Source: an optimization exercise on an open RTL-to-GDS flow (aim: small area). Production flows keep margins and buffers that such runs may drop. Where RTL was checked, it was by simulation tests only, not by an equivalence proof against the original. The RTL of runs 2 and 3 was laid out without a check of its function. Power figures rest on the tool's default switching activity, not on a simulated workload.

--- run.sh ---
#!/bin/bash
# synth_recipe.tcl (not shown) runs the flow's synth.tcl, then flattens the netlist and writes it again
# the make line also repeats each setting of config.mk as NAME=value (left out here)
make -C /OpenROAD-flow-scripts/flow DESIGN_CONFIG=/design/flow/config.mk WORK_HOME=/design/flow/orfs CLKGATE_MAP_FILE= SYNTH_SCRIPT=/design/flow/synth_recipe.tcl finish
--- constraint.sdc ---
create_clock -name core_clock -period 13.0 [get_ports {clk}]
set_input_delay 2.6000 -clock core_clock [delete_from_list [all_inputs] [get_ports {clk}]]
set_output_delay 2.6000 -clock core_clock [all_outputs]
set_load 0.01 [all_outputs]
--- config.mk ---
export PLATFORM = sky130hd
export DESIGN_NAME = mycpu
export DESIGN_NICKNAME = mycpu
export VERILOG_FILES = /design/flow/design.v
export SDC_FILE = /design/flow/constraint.sdc
export NUM_CORES = 8
export LEC_CHECK = 0
export CAP_MARGIN = 20
export CORE_MARGIN = 2
export CORE_UTILIZATION = 40
export PLACE_DENSITY = 0.55
export SETUP_SLACK_MARGIN = 0.3
export SLEW_MARGIN = 20
--- design.v ---
`timescale 1ns / 1ps
module pc(
    input           clk,
    input           rst,
    input           pc_jmp,
    input           pc_br,       
    input   [15:0]  pc_off,      
    input   [25:0]  pc_tgt,      
    output  [31:0]  pc_val       
    );
    reg [31:0] pc_reg;
    wire [31:0] pc_ds;   
    assign pc_ds = pc_reg + 32'h4;       
    always @(posedge clk or negedge rst) begin       
        if (!rst) pc_reg <= 32'hbfc00000;            
        else if (pc_jmp) pc_reg <= {pc_ds[31:28], pc_tgt[25:0], 2'b00};
        else if (pc_br) pc_reg <= pc_ds + (pc_off << 2);    
        else pc_reg <= pc_ds;
    end
    assign pc_val = pc_reg;
endmodule
`timescale 1ns / 1ps
module regfile(
    input  wire       clk,
    input  wire       rst,
    input  wire       reg_we,
    input  wire[4:0]  reg_ra1,
    input  wire[4:0]  reg_ra2,
    input  wire[4:0]  reg_wa,
    input  wire[31:0] reg_wd,
    output wire[31:0] reg_rd1,
    output wire[31:0] reg_rd2
    );
    (*mark_debug = "true"*)reg [31:0] regs[31:0];
   assign reg_rd1 = regs[reg_ra1];
    assign reg_rd2 = regs[reg_ra2];
    integer i;
    always @(posedge clk or negedge rst) begin
        if (!rst) begin
            for (i = 0; i <= 31; i = i + 1) regs[i] <= 32'b0;
        end
        else if (reg_we == 1'b1) regs[reg_wa] <= reg_wd;
    end
endmodule
`timescale 1ns / 1ps
module alu(
    input  wire [3:0]  alu_op,
    input  wire [31:0] alu_in1,
    input  wire [31:0] alu_in2,
    output wire [31:0] alu_out,
    output wire        alu_zero
    );
    reg err;
    reg zero;
    wire [31:0] in1   = alu_in1;
    wire [31:0] in2   = alu_in2;
    wire [31:0] in2_u = {16'b0, alu_in2[15:0]};
    wire [4:0]  sa    = alu_in1[10:6];
    wire [31:0] o_or  = in1 | in2_u;
    wire [31:0] o_lui = {alu_in2[15:0], 16'b0};
    wire [31:0] o_nor = ~(o_or);
    wire [32:0] in1_e = {alu_in1[31], alu_in1};
    wire [32:0] in2_e = {alu_in2[31], alu_in2};
    wire [32:0] o_add = in1_e + in2_e;
    wire [32:0] o_addiu = in1_e + in2_e;     
    wire [32:0] o_sub = in1_e - in2_e;
    assign alu_out = (alu_op == 0) ? o_add[31:0] :
                     (alu_op == 1) ? o_sub[31:0] :
                     (alu_op == 3 ) ? o_or  :
                     (alu_op == 6) ? o_lui : 
                     (alu_op == 9) ? o_addiu:
                     (alu_op == 8) ? o_nor : 32'b0;
    assign alu_zero = (alu_out == 32'b0) ? 1 : 0;
endmodule
`timescale 1ns / 1ps
module control(
    input   [5:0]   opcode,
    input   [5:0]   func,
    output          cu_c1,   
    output          cu_c2,   
    output          cu_c3,   
    output          cu_c4,   
    output  [3:0]   cu_cA,   
    output          cu_jmp,
    output          cu_br,
    output          d_we,    
    output          reg_we
    );
    wire [3:0] inst_id = get_inst_id(opcode, func);
    function [3:0] get_inst_id(input [5:0] opcode, input [5:0] func);
    begin
        case (opcode)
            6'b001111   : get_inst_id = 4;
            6'b001101   : get_inst_id = 5;
            6'b101011    : get_inst_id = 0;
            6'b100011    : get_inst_id = 1;
            6'b000100   : get_inst_id = 2;
            6'b000010     : get_inst_id = 3;
            6'b000101   : get_inst_id = 8;   
            6'b000000  : begin
                case (func)
                    6'b100000   : get_inst_id = 6;
                    default     : get_inst_id = 7;
                endcase
            end
            default     : get_inst_id = 7;
        endcase
    end
    endfunction
    wire [15:0] mask_c1 = 16'b0000000100110011;
    assign cu_c1  = mask_c1[inst_id];
    wire [15:0] mask_c2 = 16'b0000000001000000;
    assign cu_c2  = mask_c2[inst_id];
    assign cu_c3  = 1'b0;
    assign cu_c4  = (inst_id == 1 ) ? 1 : 0;
    assign cu_cA  = get_alu_op(inst_id);
    function [3:0] get_alu_op(input [3:0] inst_id);
    begin
        case (inst_id)
            0, 1, 6 : get_alu_op = 0;
            4                 : get_alu_op = 6;
            2                 : get_alu_op = 1;
            5                 : get_alu_op = 3;
            8                 : get_alu_op = 8;   
            default                 : get_alu_op = 7;
        endcase
    end
    endfunction
    assign cu_br  = (inst_id == 2) ? 1 : 0;
    assign cu_jmp = (inst_id == 3  ) ? 1 : 0;
    assign d_we   = (inst_id == 0 ) ? 1 : 0;
    wire [15:0] mask_regwe = 16'b0000000101110010;
    assign reg_we = mask_regwe[inst_id];
endmodule
`timescale 1ns / 1ps
module mycpu (
    input         rstn,
    input         clk,
    output [31:0] inst_rom_addr,     
    input  [31:0] inst_rom_rdata,    
    output [31:0] data_ram_addr,     
    output [31:0] data_ram_wdata,    
    output        data_ram_wen,      
    input  [31:0] data_ram_rdata     
    );
    wire        pc_jmp;      
    wire        pc_br;       
    wire [15:0] pc_off;      
    wire [25:0] pc_tgt;      
    wire [31:0] pc_val;      
    pc _pc(
        .clk(clk),
        .rst(rstn),
        .pc_jmp(pc_jmp),
        .pc_br(pc_br),
        .pc_off(pc_off),
        .pc_tgt(pc_tgt),
        .pc_val(pc_val)
    );
    wire        reg_we;      
    wire [4:0]  reg_ra1;     
    wire [4:0]  reg_ra2;     
    wire [4:0]  reg_wa;      
    wire [31:0] reg_wd;      
    wire [31:0] reg_rd1;     
    wire [31:0] reg_rd2;     
    regfile _regfile(
        .clk(clk),
        .rst(rstn),
        .reg_we(reg_we),
        .reg_ra1(reg_ra1),
        .reg_ra2(reg_ra2),
        .reg_wa(reg_wa),
        .reg_wd(reg_wd),
        .reg_rd1(reg_rd1),
        .reg_rd2(reg_rd2)
    );
    wire [3:0]  alu_op;      
    wire [31:0] alu_in1;     
    wire [31:0] alu_in2;     
    wire [31:0] alu_out;     
    wire        alu_zero;    
    alu _alu(
        .alu_op(alu_op),
        .alu_in1(alu_in1),
        .alu_in2(alu_in2),
        .alu_out(alu_out),
        .alu_zero(alu_zero)
    );
    wire [31:0] instr;       
    assign inst_rom_addr = pc_val;
    assign instr = inst_rom_rdata;
    wire        d_we;        
    wire [31:0] d_rdata;     
    assign data_ram_addr  = alu_out;
    assign data_ram_wdata = reg_rd2;
    assign data_ram_wen   = d_we;
    assign d_rdata        = data_ram_rdata;
    wire [5:0]  opcode;      
    wire [5:0]  func;        
    wire        cu_c1;       
    wire        cu_c2;       
    wire        cu_c3;       
    wire        cu_c4;       
    wire        cu_br;       
    control _cu(
        .opcode(opcode),
        .func(func),
        .cu_c1(cu_c1),
        .cu_c2(cu_c2),
        .cu_c3(cu_c3),
        .cu_c4(cu_c4),
        .cu_cA(alu_op),
        .cu_jmp(pc_jmp),
        .cu_br(cu_br),
        .d_we(d_we),
        .reg_we(reg_we)
    );
    wire [31:0] imm_e;       
    assign opcode   = instr[31:26];
    assign func     = instr[5:0];
    assign imm_e    = {{16{instr[15]}}, instr[15:0]};
    assign pc_tgt   = instr[25:0];
    assign pc_off   = instr[15:0];
    assign pc_br    = (cu_br == 1'b1) && (reg_rd1 == reg_rd2);
    assign reg_ra1  = instr[25:21];
    assign reg_ra2  = instr[20:16];
    assign reg_wa   = (cu_c2 == 1) ? instr[15:11] : instr[20:16];
    assign reg_wd   = (cu_c4 == 1) ? d_rdata : alu_out;      
    assign alu_in1  = (cu_c3 == 1) ? imm_e : reg_rd1;
    assign alu_in2  = (cu_c1 == 1) ? imm_e : reg_rd2;
endmodule
==> run summary, run 1 <==
- CP arrival: 9880 ps
- Most frequent cells in the layout: nand2_1 (1163), dfrtp_1 (1045), o21ai_0 (1042), nand3_1 (726), a22oi_1 (421)
- Hold-fix buffers, CTS: 0
- Critical R2R Capture: _regfile.regs[15][30]$_DFFE_PN0P_
- Final core occ: 46.5%
- Final setup viols: 0
- Met2 Track Usage GR: 66.2%
- RSZ-0062 raised after global routing: no
- Startpoint class of the critical path: primary input
- Global-route wire length before repair: 499 mm
- Yosys cell types: 92
- GRT Util Overall: 46.8%
- CTS tree: built
- Max Freq: 80.1 MHz
- WHS: 498 ps
- Vias in the first global route: 59300
- Clock tree buffer depth: 3
- Flop2flop setup slack: 6140 ps
- Synth Register Bits: 1054
- Die Ht: 391 um
- Routed len/inst: 39.5 um
- Worst R2R Start: _regfile.regs[14][7]$_DFFE_PN0P_
- Initial Utilization: 40.4%
- Hold Path Depth: 2
- CP Launch Point: inst_rom_rdata[22]
- Worst-margin pin slew: 1290 ps
- Final worst slack: 522 ps
- DP Area: 64600 sq um
- DRC: 0
- Reg2Reg Depth: 22
- GRT overflow: 0
- Post-Syn Area: 59800 sq um
- Pleak: 29.8 nW
- Number of synthesized flops with an enable pin: 0
- Die width: 391 um
- Clk_skew: 49.0 ps
- Met1 Use GR: 60.3%
- CP endpoint: data_ram_addr[22]
- Period minus WS final: 12480 ps
- Core area: 148000 sq um
- Status: no timing/DRC/antenna violations
- Clock Latency Late Sink: 790 ps
- Num ports: 163
- Pwr Density: 121 nW/um^2
- Yosys warns: 4
- Final setup TNS: 0 ps
- Layout cells sized above 1: 10.7%
- RD Place Congestion: 1.02
- Cell area after layout: 68800 sq um
- Row count: 141
- Most common cell after layout, fill and taps aside: nand2_1
- M3 GR Usage: 16.5%
- Period utilization: 96.0%
- Layout net count: 7342
- Post-synthesis async set-or-reset flop share: 100%
- Clock Pin Slew Worst Setup and Hold Paths: 60 ps
- TritonCTS buffer count: 119
- DRT iter0 DRCs: 10500
- Post-route ant nets: 0
- Root Buffer: clkbuf_16
- Final hold violations: 0
- HP Class: reg2reg
- Post-CTS Setup Bufs: 0
- Max Transition Viols Final: 0
- Routed Wire Length: 364 mm
- HPWL after DPL: 239 mm
- VDD IR-drop max: 0.111 mV
- Crit. End Element: output port
- Initial antenna violation count: 32
- Mean Syn Cell Area: 8.31 sq um
- Iteration count of the initial detailed-routing pass: 8
- Cts repair resizes: 0
- Clock Sinks: 1054
- Most Used Layer, Global Route: met2
- Worst slack, placed: 556 ps
- Vias: 64200
- Largest register FFs: 1024
- Full die area: 153000 sq um
- Top FF cell, synth: dfrtp_1
- Max_cap viols: 0
- Sequential element share of the synthesized area: 44.1%
- Worst EP required: 10400 ps
- WS Path Type: in2out
- Largest net degree at the start of global routing: 152
- Via density: 6.96
- Slew headroom: 13.5%
- Area grow syn2layout: 15.0%
- IO Port Bufs: 160
- Worst Path Max Fanout: 32
- Post-synthesis cell count: 7192
- H-Tree Depth: 3
## cells by family (layout without fill, tap and decap cells)
logic type	after synthesis	in the layout	synth area share, %
muxes	78	78	1.32
adders and majority gates	98	98	2.09
xor gates and xnor gates	105	105	1.54
buffers and inverters	779	861	5.53
AOI/OAI and AO/OA	2083	2083	21.4
other	1	18	0.00627
DFF	1054	1054	44.1
and+or+nand+nor	2994	2994	23.9
## synthesized netlist by cell type, drive strengths merged, types with 14 or more instances
| cell | count | area [sq um] |
|---|---|---|
| nand2 | 1199 | 4500 |
| o21ai | 1051 | 5270 |
| dfrtp | 1045 | 26200 |
| nand3 | 727 | 3650 |
| clkbuf | 445 | 1670 |
| a22oi | 421 | 3160 |
| nor2 | 302 | 1180 |
| nand4 | 248 | 1550 |
| buf | 225 | 1230 |
| a21oi | 209 | 1050 |
| and3 | 176 | 1100 |
| inv | 109 | 409 |
| ha | 95 | 1190 |
| mux2i | 73 | 731 |
| xnor2 | 68 | 596 |
| nor4 | 67 | 434 |
| nor3 | 62 | 320 |
| a2111oi | 51 | 460 |
| a31oi | 48 | 300 |
| a22o | 42 | 368 |
| xor2 | 37 | 324 |
| nand2b | 34 | 213 |
| a222oi | 26 | 260 |
| and2 | 26 | 163 |
| a221o | 25 | 250 |
| nor2b | 22 | 138 |
| a211oi | 21 | 158 |
| a221oi | 21 | 184 |
| o21bai | 21 | 158 |
| a21o | 20 | 150 |
| or3 | 19 | 119 |
| and4 | 18 | 158 |
| nor3b | 15 | 123 |
| o221ai | 15 | 131 |
| or4 | 15 | 113 |
| o22ai | 14 | 87.6 |
## where the power goes
group | internal (mW) | leakage [nW] | switching (mW)
combinational | 0.381 | 13.2 | 0.801
sequential | 3.36 | 14.6 | 0.103
clock | 2.10 | 2.02 | 1.54
total | 5.84 | 29.8 | 2.45
## critical path: stages
cell             delay (ps)
buf_2                   580
nor3b_2                1100
buf_4                   420
nand3_1                 140
nand4_1                 180
nor4_1                   80
a31oi_1                 850
inv_1                   190
ha_1                    320
fa_1                    460
nand2b_1                160
a21oi_1                 170
o21ai_0                 140
a21oi_1                 310
o21ai_1                 150
a21oi_1                 170
buf_4                   150
nor4b_1                  80
or2_2                   330
a221o_1                 320
a21oi_1                 330
clkdlybuf4s50_1         620
## routing by layer
metal / vias up / routed length [um]
li1: 26100 / -
met1: 31400 / 137000
met2: 5209 / 147000
met3: 1536 / 49900
met4: 26 / 29800
met5: - / 373
## how the worst min path moves through the flow
stage	from	end
5_1_grt	_regfile.regs[6][28]$_DFFE_PN0P_	_regfile.regs[6][28]$_DFFE_PN0P_
4_1_cts	_regfile.regs[6][28]$_DFFE_PN0P_	_regfile.regs[6][28]$_DFFE_PN0P_
3_3_place_gp	_regfile.regs[6][28]$_DFFE_PN0P_	_regfile.regs[6][28]$_DFFE_PN0P_
3_5_place_dp	_regfile.regs[6][28]$_DFFE_PN0P_	_regfile.regs[6][28]$_DFFE_PN0P_
6_report	_regfile.regs[6][28]$_DFFE_PN0P_	_regfile.regs[6][28]$_DFFE_PN0P_
2_1_floorplan	_regfile.regs[11][13]$_DFFE_PN0P_	_regfile.regs[11][13]$_DFFE_PN0P_
## area by class of cell
| class | instances | area (sq um) |
|---|---|---|
| clock buffers | 166 | 3440 |
| fillers | 14500 | 79200 |
| multi-input cells | 5360 | 30800 |
| inverters | 109 | 409 |
| repair buffers | 534 | 4600 |
| flip-flops and latches | 1054 | 26400 |
| diodes | 16 | 40.0 |
| clock inverters | 52 | 687 |
| well taps | 1930 | 2410 |
## through the flow
step           std cells  total power, mW
3_3_place_gp        8984             4.65
4_1_cts             9204             8.25
6_report            9221             8.29
2_1_floorplan       7193             4.09
5_1_grt             9207             8.49
3_5_place_dp        8986             4.66
==> inputs of run 2 (changes only) <==
==> design.v (replaced) <==
module rf_o22i(input wire a1, input wire a2, input wire b1, input wire b2, output wire y);
    assign y = ~((a1 | a2) & (b1 | b2));
endmodule
module rf_nor4(input wire a, input wire b, input wire c, input wire d, output wire y);
    assign y = ~(a | b | c | d);
endmodule
module rf_nand4(input wire a, input wire b, input wire c, input wire d, output wire y);
    assign y = ~(a & b & c & d);
endmodule
module rf_xnor2(input wire a, input wire b, output wire y);
    assign y = ~(a ^ b);
endmodule
module rf_word(
    input  wire        clk,
    input  wire        we,
    input  wire        wen,
    input  wire [31:0] x,
    output reg  [31:0] s
    );
    wire [31:0] d;
    genvar k;
    generate
        for (k = 0; k < 32; k = k + 1) begin : b
            rf_o22i u(.a1(we), .a2(s[k]), .b1(wen), .b2(x[k]), .y(d[k]));
        end
    endgenerate
    always @(posedge clk)
        s <= d;
endmodule
module rf_rbit(
    input  wire [31:0] seln,
    input  wire [31:0] d,
    input  wire        q,
    output wire        y
    );
    wire [15:0] t;
    wire [3:0]  w;
    wire        vn;
    genvar k;
    generate
        for (k = 0; k < 16; k = k + 1) begin : p
            rf_o22i u(.a1(seln[2*k]), .a2(d[2*k]), .b1(seln[2*k+1]), .b2(d[2*k+1]), .y(t[k]));
        end
        for (k = 0; k < 4; k = k + 1) begin : n
            rf_nor4 u(.a(t[4*k]), .b(t[4*k+1]), .c(t[4*k+2]), .d(t[4*k+3]), .y(w[k]));
        end
    endgenerate
    rf_nand4 un(.a(w[0]), .b(w[1]), .c(w[2]), .d(w[3]), .y(vn));
    rf_xnor2 ux(.a(vn), .b(q), .y(y));
endmodule
module regfile(
    input  wire        clk,
    input  wire        rstn,
    input  wire        we,
    input  wire [4:0]  wa,
    input  wire [31:0] wd,
    input  wire [4:0]  ra1,
    input  wire [4:0]  ra2,
    output wire [31:0] rd1,
    output wire [31:0] rd2
    );
    reg         phase;
    reg [31:0]  valid;
    wire [31:0] s [0:31];
    wire [31:0] wsel = we ? (32'b1 << wa) : 32'b0;
    wire [31:0] x    = wd ^ {32{phase}};
    always @(posedge clk or negedge rstn) begin
        if (!rstn) begin
            phase <= 1'b0;
            valid <= 32'b0;
        end else begin
            phase <= ~phase;
            valid <= valid | wsel;
        end
    end
    genvar g, k;
    generate
        for (g = 0; g < 32; g = g + 1) begin : w
            rf_word u(.clk(clk), .we(wsel[g]), .wen(~wsel[g]), .x(x), .s(s[g]));
        end
    endgenerate
    wire [31:0] sel1 = (32'b1 << ra1) & valid;
    wire [31:0] sel2 = (32'b1 << ra2) & valid;
    wire        q1   = phase | ~(|sel1);
    wire        q2   = phase | ~(|sel2);
    generate
        for (k = 0; k < 32; k = k + 1) begin : r
            wire [31:0] col;
            for (g = 0; g < 32; g = g + 1) begin : c
                assign col[g] = s[g][k];
            end
            rf_rbit u1(.seln(~sel1), .d(col), .q(q1), .y(rd1[k]));
            rf_rbit u2(.seln(~sel2), .d(col), .q(q2), .y(rd2[k]));
        end
    endgenerate
endmodule
module mycpu (
    input         rstn,
    input         clk,
    output [31:0] inst_rom_addr,
    input  [31:0] inst_rom_rdata,
    output [31:0] data_ram_addr,
    output [31:0] data_ram_wdata,
    output        data_ram_wen,
    input  [31:0] data_ram_rdata
    );
    wire [31:0] instr = inst_rom_rdata;
    wire [5:0]  op    = instr[31:26];
    wire [5:0]  func  = instr[5:0];
    wire [4:0]  rs    = instr[25:21];
    wire [4:0]  rt    = instr[20:16];
    wire [4:0]  rd    = instr[15:11];
    wire [15:0] imm   = instr[15:0];
    wire is_add = (op == 6'b000000) && (func == 6'b100000);
    wire is_lui = (op == 6'b001111);
    wire is_ori = (op == 6'b001101);
    wire is_nor = (op == 6'b000101);
    wire is_lw  = (op == 6'b100011);
    wire is_sw  = (op == 6'b101011);
    wire is_beq = (op == 6'b000100);
    wire is_j   = (op == 6'b000010);
    reg  [29:0] pc;
    assign inst_rom_addr = {pc, 2'b00};
    wire [31:0] a, b;
    wire [31:0] wd;
    regfile _regfile(
        .clk(clk), .rstn(rstn),
        .we(is_add | is_lui | is_ori | is_nor | is_lw),
        .wa(is_add ? rd : rt),
        .wd(wd),
        .ra1(rs), .ra2(rt),
        .rd1(a), .rd2(b)
    );
    wire [31:0] sum = a + ((is_lw | is_sw) ? {{16{imm[15]}}, imm} : b);
    wire [31:0] orv = a | {16'b0, imm};
    assign wd = is_lw  ? data_ram_rdata :
                is_add ? sum :
                is_lui ? {imm, 16'b0} :
                         (orv ^ {32{is_nor}});
    assign data_ram_addr  = sum;
    assign data_ram_wdata = b;
    assign data_ram_wen   = is_sw;
    wire        br   = is_beq && (a == b);
    wire [30:0] pcs  = {pc, 1'b1} + {14'b0, br ? imm : 16'b0, 1'b1};
    wire [29:0] pc1  = pcs[30:1];
    always @(posedge clk or negedge rstn) begin
        if (!rstn)     pc <= 30'h2FF00000;
        else if (is_j) pc <= {pc1[29:26], instr[25:0]};
        else           pc <= pc1;
    end
endmodule
--- a/config.mk
+++ b/config.mk
@@ -9,5 +9,6 @@
 export CORE_MARGIN = 2
-export CORE_UTILIZATION = 40
-export PLACE_DENSITY = 0.55
+export CORE_UTILIZATION = 50
+export PLACE_DENSITY = 0.65
 export SETUP_SLACK_MARGIN = 0.3
 export SLEW_MARGIN = 20
+export SYNTH_HIERARCHICAL = 1
==> run summary, run 2 <==
- Root Buffer: clkbuf_16
- Worst EP required: 10400 ps (about the same)
- TritonCTS buffer count: 110 (-7.6%)
- Num ports: 163 (unchanged)
- Final hold violations: 0 (unchanged)
- Crit path cell chain: clkdlybuf4s50_1 -> and3_1 -> nand3_1 -> buf_4 -> o22ai_1 -> nor4_2 -> nand4_1 -> buf_4 -> xnor2_1 -> mux2_2 -> ha_1 -> nand2_1 -> a21oi_1 -> a21oi_1 -> a21boi_1 -> a21oi_1 -> o41ai_1 -> buf_4 -> xor2_1 -> clkdlybuf4s50_1
- XOR/XNOR share of the synthesized area: 4.02% (+2.5 points)
- Yosys cell types: 86 (-6.5%)
- Max_cap viols: 0 (unchanged)
- CTS tree: built
- Final core occ: 61.3% (+15 points)
- Status: no timing/DRC/antenna violations
- Post-CTS Setup Bufs: 0 (unchanged)
- Pwr Density: 152 nW/um^2 (+26%)
- Final-layout fill cell count: 7848 (-46%)
- Main combinational cell family by area after synthesis: compound AO/OA/AOI/OAI gates
- Design Power: 8.55 mW (+3.1%)
- Clock Sinks: 1087 (+3.1%)
- CP arrival: 9860 ps (-20 ps)
- Vias in the first global route: 45500 (-23%)
- Top reg by flops: _regfile.w.u.s
- Multi-input gate area: 24200 sq um (-21%)
- Layout net count: 5309 (-28%)
- VDD IR-drop max: 0.129 mV (+17%)
- Critical path buffers and inverters: 5 (unchanged)
- Routed len/inst: 36.6 um (-7.2%)
- RD Place Congestion: 1.10 (+7.2%)
- Global-route wire length before repair: 332 mm (-33%)
- Synth Register Bits: 1087 (+3.1%)
- Hold-fix buffers, CTS: 0 (unchanged)
- Sequential element share of the synthesized area: 47.9% (+3.7 points)
- Dominant cell type by area after synthesis: dfxtp_1
- Top FF cell, synth: dfxtp_1
- Row count: 111 (-21%)
- Largest register FFs: 1024 (unchanged)
- Clock network power share: 38.5% (-5.5 points)
- Clk_skew: 40.0 ps (-9.03 ps)
- Number of synthesized flops with an enable pin: 0 (unchanged)
- Logic pwr share: 16.1% (+1.8 points)
- Layout cells sized above 1: 17.2% (+6.4 points)
- Initial Utilization: 50.4% (+10 points)
- Family with the most delay on the worst path: buffers and inverters
- Clock Latency Late Sink: 780 ps (about the same)
- GRT overflow: 0 (unchanged)
- Share of the synthesized area in the top cell type: 44.4% (+0.69 points)
- Mean Syn Cell Area: 9.98 sq um (+20%)
- Largest net degree at the start of global routing: 64 (-58%)
- Startpoint class of the critical path: primary input
- RSZ-0062 raised after global routing: no
- Clock Pin Slew Worst Setup and Hold Paths: 60 ps (about the same)
- Worst Path Max Fanout: 15 (-53%)
- Fraction of the mapped netlist area in simple logic gates: 13.1% (-11 points)
- Area grow syn2layout: 21.6%
- Pleak: 21.5 nW (-28%)
- Slew headroom: 8.84% (-4.6 points)
- Complex-gate fraction of the synthesized area: 31.7% (+10 points)
- Iteration count of the initial detailed-routing pass: 8 (unchanged)
- Top cells by area, synth: dfxtp_1 (44%), o22ai_1 (28%), nor4_2 (6.9%)
- Max Transition Viols Final: 0 (unchanged)
- Routed Wire Length: 237 mm (-35%)
- Worst-margin pin slew: 1360 ps (+61.3 ps)
- Register Area: 22100 sq um (-16%)
- Sw frac: 29.3% (-0.26 points)
- HPWL after DPL: 159 mm (-33%)
- Post-synthesis async set-or-reset flop share: 5.80% (-94 points)
- WS Path Type: in2out
- Core area: 91500 sq um (-38%)
- Vias: 49800 (-22%)
- Max Freq: 80.3 MHz (+0.17%)
- Synth Area in Adders: 1.36% (-0.73 points)
- Final setup TNS: 0 ps (unchanged)
- Initial antenna violation count: 24 (-25%)
- Full die area: 94700 sq um (-38%)
- Most frequent cells in the layout: o22ai_1 (2052), dfxtp_1 (1024), buf_4 (355), nor4_2 (253), clkdlybuf4s50_1 (159)
- IO Port Bufs: 160 (unchanged)
- Post-Syn Area: 46100 sq um (-23%)
- HP Class: reg2reg
- DRC: 0 (unchanged)
- Crit. End Element: output port
- Final setup viols: 0 (unchanged)
- Int Pwr: 6.05 mW (+3.5%)
- Largest stage delay, worst path: 850 ps (-250 ps)
- Most common cell after layout, fill and taps aside: o22ai_1
- Clock tree buffer depth: 3 (unchanged)
- Period utilization: 95.8% (-0.17 points)
- Worst slack, placed: 877 ps (+321 ps)
- Post-synth top cells: o22ai_1 (2052), dfxtp_1 (1024), nor4_2 (256)
- GRT Util Overall: 48.1% (+1.3 points)
- H-Tree Depth: 3 (unchanged)
- Sequential Power Share: 45.4% (+3.6 points)
- Cell with the most instances after synthesis: o22ai_1
- Via density: 7.69 (+10%)
- Post-synthesis mux area share: 0.770% (-0.55 points)
- Final worst slack: 544 ps (+21.7 ps)
- Die Ht: 308 um (-21%)
- Yosys warns: 9 (+5)
- Slowest CP cell: clkdlybuf4s50_1
- Period minus WS final: 12460 ps (-21.7 ps)
- Sw power: 2.50 mW (+2.2%)
- Post-synthesis cell count: 4622 (-36%)
- Die width: 308 um (-21%)
- Cts repair resizes: 0 (unchanged)
- Post-route ant nets: 0 (unchanged)
- DRT iter0 DRCs: 7557 (-28%)
-- run 2: cell count changes after synthesis, moves of 152 or more --
cell      previous run  this run
o22ai_1             14      2052
nor4_2               0       256
a21oi_1            209        57
clkbuf_1           445        31
dfrtp_1           1045        54
nand3_1            726        85
nor2_1             291       121
nand4_1            248        89
o21ai_0           1042        62
and3_1             176        11
nand2_1           1199       115
dfxtp_1              0      1024
a22oi_1            421         2
-- run 2: worst paths after layout --
| check | from | to | slack (ps) | cells after the start |
|---|---|---|---|---|
| max in group asynchronous | rstn | _regfile.phase$_DFF_PN0_ | 10210 | 2 |
| min in group asynchronous | rstn | pc[9]$_DFF_PN0_ | 2060 | 2 |
| worst min-delay path | _regfile.w[25].u.s[4]$_DFF_P_ | _regfile.w[25].u.s[4]$_DFF_P_ | 480 | 1 |
| worst max-delay path | inst_rom_rdata[19] | data_ram_addr[29] | 540 | 20 |
| worst min register to register | _regfile.w[25].u.s[4]$_DFF_P_ | _regfile.w[25].u.s[4]$_DFF_P_ | 480 | 1 |
| worst max register to register | _regfile.valid[1]$_DFF_PN0_ | pc[26]$_DFF_PN1_ | 5300 | 23 |
-- run 2: stage by stage --
step	cell area [sq um]	hold WS (ps)	cells
floorplan	46100	456	4623
global placement	52300	465	6266
detailed placement	52300	472	6266
CTS	56000	482	6469
global route	56100	491	6476
finish	56100	481	6481
-- run 2: area by class of cell --
| type | instances | area share [%] |
|---|---|---|
| Clock buffer | 155 | 5.60 |
| Clock inverter | 48 | 1.01 |
| Sequential cell | 1087 | 39.4 |
| Inverter | 54 | 0.361 |
| Timing Repair Buffer | 520 | 7.79 |
| Tap cell | 1186 | 2.64 |
| Multi-Input combinational cell | 3421 | 43.2 |
| Antenna cell | 10 | 0.0446 |
-- run 2: kinds of logic after synthesis --
kind of cell,after synthesis
compound gates,2315
flops,1087
simple gates,813
xor+xnor,212
buf+inv,115
fa+ha+maj,49
mux,30
other cells,1
-- run 2: routing by layer --
layer	GRT usage [%]	part of all wire, %
met1	58.8	36
met2	68.7	40
met3	18.4	14
met4	35.4	9.4
met5	0.672	0.14
-- run 2: worst reg2reg max path, stage by stage (launching register included) --
cell and delay (ps):
dfrtp_1 450, nand3_1 620, buf_4 300, o22ai_1 100, nor4_2 960, nand4_1 510, xnor2_1 510, xnor2_1 240
nand4_1 190, nor4_1 280, nand4_1 120, nor4_2 140, buf_4 280, nand2_1 100, ha_1 230, fa_1 470
nor2b_1 140, o21ai_0 110, a21boi_0 430, o21ai_0 270, a31oi_1 530, nor2_1 200, and3b_1 270, xor2_1 150
-- run 2: modules after synthesis, one instance, submodules excluded, excerpt --
module / copies in the design / area [sq um] / cells / flip-flops and latches
rf_word: 32 / 641 / 32 / 32
rf_nor4: 256 / 12.5 / 1 / 0
regfile: 1 / 2790 / 353 / 33
rf_nand4: 64 / 6.26 / 1 / 0
rf_xnor2: 64 / 8.76 / 1 / 0
rf_o22i: 2048 / 6.26 / 1 / 0
mycpu: 1 / 5880 / 813 / 30
-- run 2: power by group through the flow --
stage          combinational (mW)  sequential (mW)  clock (mW)
6_report                     1.38             3.88        3.29
5_1_grt                      1.42             3.92        3.40
4_1_cts                      1.32             3.87        3.27
3_5_place_dp                 1.31             3.94           0
3_3_place_gp                 1.30             3.93           0
2_1_floorplan               0.703             3.89           0
==> inputs of run 3 (changes only) <==
--- a/config.mk
+++ b/config.mk
@@ -10,2 +10,3 @@
 export CORE_UTILIZATION = 50
+export CTS_BUF_LIST = sky130_fd_sc_hd__clkbuf_4
 export PLACE_DENSITY = 0.65
==> run summary, run 3 <==
- GRT Util Overall: 48.4% (+0.28 points)
- Period minus WS final: 12680 ps (+221 ps)
- Worst Path Max Fanout: 15 (unchanged)
- Via density: 7.55 (-1.9%)
- Critical path buffers and inverters: 5 (unchanged)
- Post-synth top cells: o22ai_1 (2052), dfxtp_1 (1024), nor4_2 (256)
- IO Port Bufs: 160 (unchanged)
- Cell with the most instances after synthesis: o22ai_1
- Slowest CP cell: nor4_2
- Layout cells sized above 1: 20.8% (+3.7 points)
- VDD IR-drop max: 0.0980 mV (-24%)
- Final hold violations: 0 (unchanged)
- Flop2flop setup slack: 5330 ps (+30 ps)
- CP endpoint: data_ram_addr[29]
- Worst-margin pin slew: 1260 ps (-100 ps)
- DRC: 0 (unchanged)
- Full die area: 94700 sq um (unchanged)
- Final setup viols: 0 (unchanged)
- Pwr Density: 147 nW/um^2 (-3.6%)
- Worst EP required: 10400 ps (about the same)
- Vias in the first global route: 46800 (+3.0%)
- Die Ht: 308 um (unchanged)
- Area grow syn2layout: 21.0%
- Top cells by area, synth: dfxtp_1 (44%), o22ai_1 (28%), nor4_2 (6.9%)
- Routed Wire Length: 238 mm (+0.40%)
- Share of the synthesized area in the top cell type: 44.4% (unchanged)
- Post-route ant nets: 0 (unchanged)
- Post-Place Cells: 6266 (unchanged)
- Clock tree buffer depth: 4 (+1)
- Clock Pin Slew Worst Setup and Hold Paths: 60 ps (about the same)
- Final setup TNS: 0 ps (unchanged)
- CP Launch Point: inst_rom_rdata[19]
- WS Path Type: in2out
- Crit. End Element: output port
- Largest register FFs: 1024 (unchanged)
- Largest net degree at the start of global routing: 64 (unchanged)
- Dominant cell type by area after synthesis: dfxtp_1
- Max Transition Viols Final: 0 (unchanged)
- Post-synthesis cell count: 4622 (unchanged)
- Worst R2R Start: _regfile.valid[0]$_DFF_PN0_
- CP arrival: 10080 ps (+220 ps)
- Row count: 111 (unchanged)
- Pleak: 21.8 nW (+1.1%)
- Die width: 308 um (unchanged)
- GRT overflow: 0 (unchanged)
- Initial antenna violation count: 28 (+17%)
- Root Buffer: clkbuf_4
- Slew headroom: 16.0% (+7.2 points)
- Initial Utilization: 50.4% (unchanged)
- TritonCTS buffer count: 301 (+170%)
- Clock Latency Late Sink: 1300 ps (+520 ps)
- Clk_skew: 160 ps (+120 ps)
- Levels on crit path: 20 (unchanged)
- Startpoint class of the critical path: primary input
- Hold-fix buffers, CTS: 0 (unchanged)
- Critical R2R Capture: pc[26]$_DFF_PN1_
- Largest stage delay, worst path: 920 ps (+70 ps)
- Synth Register Bits: 1087 (unchanged)
- Top reg by flops: _regfile.w.u.s
- Reg2Reg Depth: 23 (unchanged)
- Most frequent cells in the layout: o22ai_1 (2052), dfxtp_1 (1024), clkbuf_4 (417), buf_4 (355), nor4_2 (253)
- HPWL after DPL: 159 mm (unchanged)
- Iteration count of the initial detailed-routing pass: 7 (-1)
- Family with the most delay on the worst path: simple AND/OR/NAND/NOR gates
- Crit path cell chain: clkdlybuf4s50_1 -> and3_1 -> nand3_1 -> buf_4 -> o22ai_1 -> nor4_2 -> nand4_1 -> buf_4 -> xnor2_1 -> mux2_2 -> ha_1 -> nand2_1 -> a21oi_1 -> a21oi_1 -> a21boi_1 -> a21oi_1 -> o41ai_1 -> buf_4 -> xor2_1 -> clkdlybuf4s50_1
- Clock Sinks: 1087 (unchanged)
- Post-CTS Setup Bufs: 0 (unchanged)
- CTS tree: built
- Most common cell after layout, fill and taps aside: o22ai_1
- Routed len/inst: 35.3 um (-3.7%)
- Register Area: 22100 sq um (unchanged)
- Post-Syn Area: 46100 sq um (unchanged)
- Layout Cells excl Fill: 6760 (+4.3%)
- DRT iter0 DRCs: 7726 (+2.2%)
- H-Tree Depth: 5 (+2)
- Status: no timing/DRC/antenna violations
- Multi-input gate area: 24200 sq um (unchanged)
- Top FF cell, synth: dfxtp_1
- Number of synthesized flops with an enable pin: 0 (unchanged)
- Period utilization: 97.5% (+1.7 points)
- Max Freq: 78.9 MHz (-1.7%)
- Yosys warns: 9 (unchanged)
- Cts repair resizes: 0 (unchanged)
- Layout net count: 5500 (+3.6%)
- Final-layout fill cell count: 7974 (+1.6%)
- Max_cap viols: 0 (unchanged)
- RD Place Congestion: 1.10 (unchanged)
- Yosys cell types: 86 (unchanged)
- Global-route wire length before repair: 334 mm (+0.60%)
- HP Class: reg2reg
- Num ports: 163 (unchanged)
- Sequential element share of the synthesized area: 47.9% (unchanged)
- Post-synthesis async set-or-reset flop share: 5.80% (unchanged)
- Vias: 51000 (+2.4%)
- Core area: 91500 sq um (unchanged)
- Mean Syn Cell Area: 9.98 sq um (unchanged)
- RSZ-0062 raised after global routing: no
## run 3: changes by cell type in the layout (fill, tap and decap cells not counted), sizes merged
cell      previous run  this run
clkinv              32        52
clkinvlp             4         0
diode               10        18
bufinv               7         2
inv                 59        57
clkbuf             155       417
## run 3: stage by stage
stage	utilization, %	worst slack, ps	power, mW	cell area [sq um]	hold slack, ps
after floorplan	-	2710	4.59	46100	456
after global routing	61.0	444	8.46	55800	491
after global placement	57.2	877	5.24	52300	465
final	61.0	323	8.20	55800	481
after CTS	60.9	770	8.12	55700	481
after detailed placement	57.2	877	5.26	52300	472
## run 3: worst min-delay path by stage
stage                                   start  slack [ps]                              to  cells after the start
6_report        _regfile.w[25].u.s[4]$_DFF_P_         480   _regfile.w[25].u.s[4]$_DFF_P_                      1
5_1_grt         _regfile.w[13].u.s[8]$_DFF_P_         490   _regfile.w[13].u.s[8]$_DFF_P_                      1
4_1_cts        _regfile.w[15].u.s[25]$_DFF_P_         480  _regfile.w[15].u.s[25]$_DFF_P_                      1
3_5_place_dp    _regfile.w[20].u.s[4]$_DFF_P_         470   _regfile.w[20].u.s[4]$_DFF_P_                      1
3_3_place_gp     _regfile.w[4].u.s[5]$_DFF_P_         460    _regfile.w[4].u.s[5]$_DFF_P_                      1
2_1_floorplan    _regfile.valid[17]$_DFF_PN0_         460    _regfile.valid[17]$_DFF_PN0_                      1
## run 3: report_power, final
group | internal, mW | switching (mW) | leakage, nW
Sequential | 3.64 | 0.241 | 10.0
Clock | 1.50 | 1.44 | 2.06
Combinational | 0.566 | 0.813 | 9.68
## run 3: per-module statistics from Yosys (local to each module, per instance), a selection
module / flip-flops and latches / copies in the design
mycpu: 30 / 1
regfile: 33 / 1
rf_nand4: 0 / 64
rf_nor4: 0 / 256
rf_o22i: 0 / 2048
rf_word: 32 / 32
rf_xnor2: 0 / 64
## run 3: routing by layer
layer / global-route usage [%] / vias up / part of all wire (%)
met5: 0.413 / - / 0.17
met4: 35.0 / 30 / 8.8
met3: 20.5 / 1057 / 15
met2: 69.1 / 4364 / 41
met1: 58.2 / 24300 / 35
li1: - / 21300 / -
## run 3: cell families after synthesis
family	count (synthesis)	synth area share, %
compound gates	2315	31.7
flops	1087	47.9
simple gates	813	13.1
xor+xnor	212	4.02
buf+inv	115	1.20
fa+ha+maj	49	1.36
mux	30	0.770
other cells	1	0.00813
## run 3: area by class of cell
cell class              count  area share [%]
diodes                     18          0.0807
multi-input cells        3421            43.4
clock inverters            57           0.498
repair buffers            520            7.83
flip-flops and latches   1087            39.6
clock buffers             417            5.61
inverters                  54           0.363
well taps                1186            2.66
## run 3: worst reg2reg max path, stage by stage (launching register included)
cell	delay, ps
dfrtp_1	440
nand3_1	640
buf_4	300
o22ai_1	100
nor4_2	860
nand4_1	490
xnor2_1	490
xnor2_1	240
nand4_1	190
nor4_1	280
nand4_1	120
nor4_2	150
buf_4	280
nand2_1	90
ha_1	230
fa_1	450
nor2b_1	130
o21ai_0	130
a21boi_0	490
o21ai_0	290
a31oi_1	540
nor2_1	210
and3b_1	280
xor2_1	150

what the ideal ports hide:
The flow's constraints put no driver on any port. The routed layouts listed below were extracted and timed again, unchanged, in two steps. Step 1 assumes that a clkbuf_16 drives the clock port and a buf_2 every other input. Step 2 times the ports against the registers' clock, not the clock port: input delays grow and output delays shrink by t, the midpoint of the rising clock arrivals with the driver on. a / b / c = no drivers / after step 1 / after step 2; a / b = the first two.
| run | shift t [ns] | setup slack, ns | clock arrival spread, ns | worst data-port slew with drivers (ns) |
|---|---|---|---|---|
| run 1 | 0.851 | 0.522 / 0.442 / 0.442 | 0.049 / 0.049 | 0.11 |
| run 2 | 0.832 | 0.544 / 0.516 / 0.516 | 0.040 / 0.040 | 0.13 |
| run 3 | 1.293 | 0.323 / 0.295 / 0.295 | 0.159 / 0.160 | 0.16 |
After both steps setup and hold are still met in every run listed. For run 1, which loses most, drivers alone change the setup slack by -0.080 ns; drivers and shift together by -0.080 ns.
